From an optimization exercise on the open Yosys and OpenROAD flow, aimed at small area; shortcuts taken in it are not production practice.
Function was checked by simulation only, so behaviour that the tests miss may differ from the original.
No activity file was given, so power comes from the tool's default toggle rates. The flow treats the clock pin as an ideal source, which a real chip does not have.

Setup of north:
// mmu_top
module mmu_top (
  input  wire        clk,
  input  wire        rst_n,
  input  wire        req_valid_i,
  output wire        req_ready_o,
  input  wire [23:0] req_va_i,
  input  wire [2:0]  req_fc_i,
  input  wire        req_rw_i,
  input  wire        req_fetch_i,
  output reg         resp_valid_o,
  output wire [23:0] resp_pa_o,
  output reg         resp_hit_o,
  output wire        resp_fault_o,
  output wire [2:0]  resp_fault_code_o,
  output wire [4:0]  resp_perm_fault_o,
  input  wire        reg_wr_en_i,
  input  wire        reg_rd_en_i,
  input  wire [3:0]  reg_addr_i,
  input  wire [31:0] reg_wr_data_i,
  output reg  [31:0] reg_rd_data_o,
  input  wire        cmd_valid_i,
  input  wire [2:0]  cmd_op_i,
  input  wire [23:0] cmd_addr_i,
  input  wire [2:0]  cmd_fc_i,
  output wire        cmd_ready_o,
  output wire        cmd_busy_o,
  output reg         status_valid_o,
  output wire [2:0]  status_cmd_o,
  output wire        status_hit_o,
  output wire [23:0] status_pa_o,
  output wire [7:0]  status_bits_o,
  output reg         walk_mem_req_valid_o,
  output reg  [23:0] walk_mem_req_addr_o,
  input  wire        walk_mem_resp_valid_i,
  input  wire [63:0] walk_mem_resp_data_i,
  input  wire        walk_mem_resp_err_i,
  output wire        busy_o
);
For scale: roughly 2,300 cells after synthesis, about 760 flip-flops, ~300 I/O pins.
==> flow/config.mk <==
export PLATFORM = sky130hd
export DESIGN_NAME = mmu_top
export DESIGN_NICKNAME = mmu_top
export VERILOG_FILES = /design/flow/design.v
export SDC_FILE = /design/flow/constraint.sdc
export NUM_CORES = 4
export LEC_CHECK = 0
export CAP_MARGIN = 20
export CORE_MARGIN = 2
export CORE_UTILIZATION = 65
export SLEW_MARGIN = 20
==> flow/constraint.sdc <==
create_clock -name core_clock -period 6.0 [get_ports {clk}]
set_input_delay 1.2000 -clock core_clock [delete_from_list [all_inputs] [get_ports {clk}]]
set_output_delay 1.2000 -clock core_clock [all_outputs]
set_load 0.01 [all_outputs]
standard.sh (not shown) runs the stock make flow with config.mk's settings and CLKGATE_MAP_FILE= SYNTH_SCRIPT=/design/flow/synth_recipe.tcl, a recipe that flattens the netlist after the stock synthesis.
==> flow/flow/run.sh <==
#!/bin/bash
set -euo pipefail
export BUFFER_PORTS_ARGS="-buffer_cell sky130_fd_sc_hd__buf_1"
export CTS_ARGS="-sink_clustering_enable -repair_clock_nets -dont_use_dummy_load"
bash standard.sh > standard_make.log 2>&1
--- input diff north..south ---
==> flow/run.sh (new file) <==
#!/bin/bash
# synth_recipe.tcl (not shown) runs the flow's synth.tcl, then flattens the netlist and writes it again
# the make line also repeats each setting of config.mk as NAME=value (left out here)
make -C /OpenROAD-flow-scripts/flow DESIGN_CONFIG=/design/flow/config.mk WORK_HOME=/design/flow/orfs CLKGATE_MAP_FILE= SYNTH_SCRIPT=/design/flow/synth_recipe.tcl finish
removed: flow/flow/run.sh
removed: flow/standard.sh
### Flow results
Per the comparison of south with north, multi-input combinational area share lost 1.5 points, total chip power picked up an extra about 9%, post-synth design cell area neither gained nor lost much, total via count in the routed design picked up an extra 2.0%, total count of hold-check failures in the final report neither gained nor lost much.
south vs north — final design area excluding fillers climbed by a few percent
The final reports for south and north show iteration count of the initial detailed-routing pass higher in the former.
Reported for north and south, number of buffers added on ports turned out identical to the last digit.
south -> north: buffer count from post-CTS setup fixing flat
The combinational group share of total power of south exceeds that of north by 1.2 points.
Summary of the comparison: critical path depth is lower in south, relative to north.

---

job 101:
Another version of the RTL of mmu_top (not shown whole).
Size: roughly 300 I/O pins, roughly 0.029 mm² of cells after synthesis.
Settings: LEC_CHECK=0, CAP_MARGIN=20, CORE_MARGIN=2, CORE_UTILIZATION=65, SLEW_MARGIN=20; clock period 6.0 ns.
==> flow/flow/run.sh <==
#!/bin/bash
# Layout flow: the standard flow, except that
#  - the synthesis maps the combinational logic with an area-oriented ABC
#    script (flow/area.abc); every other synthesis step, and so every
#    register, is the standard synthesis's;
#  - ports are buffered with the smallest buffer cell;
#  - clock tree synthesis inserts no dummy loads.
# Each tool's output goes to its own log in this folder (ORFS's own logs are
# under orfs/logs).
set -euo pipefail
W=$PWD
export BUFFER_PORTS_ARGS="-buffer_cell sky130_fd_sc_hd__buf_1"
export CTS_ARGS="-sink_clustering_enable -repair_clock_nets -dont_use_dummy_load"
cat > "$W/area_synth.tcl" <<EOT
proc abc {args} {
  set i [lsearch -exact \$args -script]
  if { \$i >= 0 } { lset args [expr {\$i + 1}] {$W/flow/area.abc} }
  yosys abc {*}\$args
}
source {$W/synth_recipe.tcl}
EOT
sed "s#SYNTH_SCRIPT=[^ ]*#SYNTH_SCRIPT=$W/area_synth.tcl#" standard.sh > area_standard.sh
bash area_standard.sh synth > synth_make.log 2>&1
bash standard.sh > standard_make.log 2>&1
==> flow/flow/area.abc <==
&get -n
&st
&deepsyn -T 60
&st
&dch
&nf -a
&st
&dch
&nf -a
&put
The flow did not stop early for job 101: all stages ran, and the layout cleared the timing, design-rule and antenna checks.
Here is what was changed in the inputs of job 104 compared with job 101.
--- a/flow/flow/run.sh
+++ b/flow/flow/run.sh
@@ -12,3 +12,3 @@
 export BUFFER_PORTS_ARGS="-buffer_cell sky130_fd_sc_hd__buf_1"
-export CTS_ARGS="-sink_clustering_enable -repair_clock_nets -dont_use_dummy_load"
+export CTS_ARGS="-sink_clustering_enable -repair_clock_nets -dont_use_dummy_load -sink_clustering_size 30 -sink_clustering_max_diameter 100"
 cat > "$W/area_synth.tcl" <<EOT
==> comparison <==
Relative to job 101, core utilization has decreased by 2.4 points in job 104. On non-filler instance count after layout: job 104 sits below job 101. For number of non-clock inverters, job 104 and job 101 come out practically identical. Number of iterations in the first detailed-routing pass in job 104 vs job 101: down 1. Design area: lower on job 104.

afterwards: timing with drivers on the ports:
Ports are ideal in the flow. The routed layouts listed here were re-timed in OpenROAD. Step 1 (the two cells are an assumption about what drives the block):
set clk [get_ports {clk}]
set_driving_cell -lib_cell sky130_fd_sc_hd__clkbuf_16 $clk
set_driving_cell -lib_cell sky130_fd_sc_hd__buf_2 [delete_from_list [all_inputs] $clk]
Step 2 also shifts input and output timing later by t, the mid clock arrival at the registers, as if the neighbouring blocks saw the same clock. Slacks: ideal ports / drivers / drivers and shift; pairs: ideal ports / drivers.
| run | t, ns | slack for setup (ns) | worst setup path after step 2 | worst register clock-pin slew, ns |
|---|---|---|---|---|
| north | 0.663 | 1.196 / 1.196 / 0.624 | input to register | 0.06 / 0.06 |
| south | 0.699 | 1.115 / 1.115 / 0.484 | input to register | 0.07 / 0.07 |
| job 101 | 0.655 | 0.927 / 0.953 / 0.298 | input to register | 0.06 / 0.06 |
| job 104 | 0.664 | 0.938 / 0.938 / 0.300 | input to register | 0.11 / 0.11 |
After both steps setup and hold are still met in every run listed. The setup slack of job 104, which loses most, moves by 0.000 ns with the drivers and by -0.638 ns with both steps.
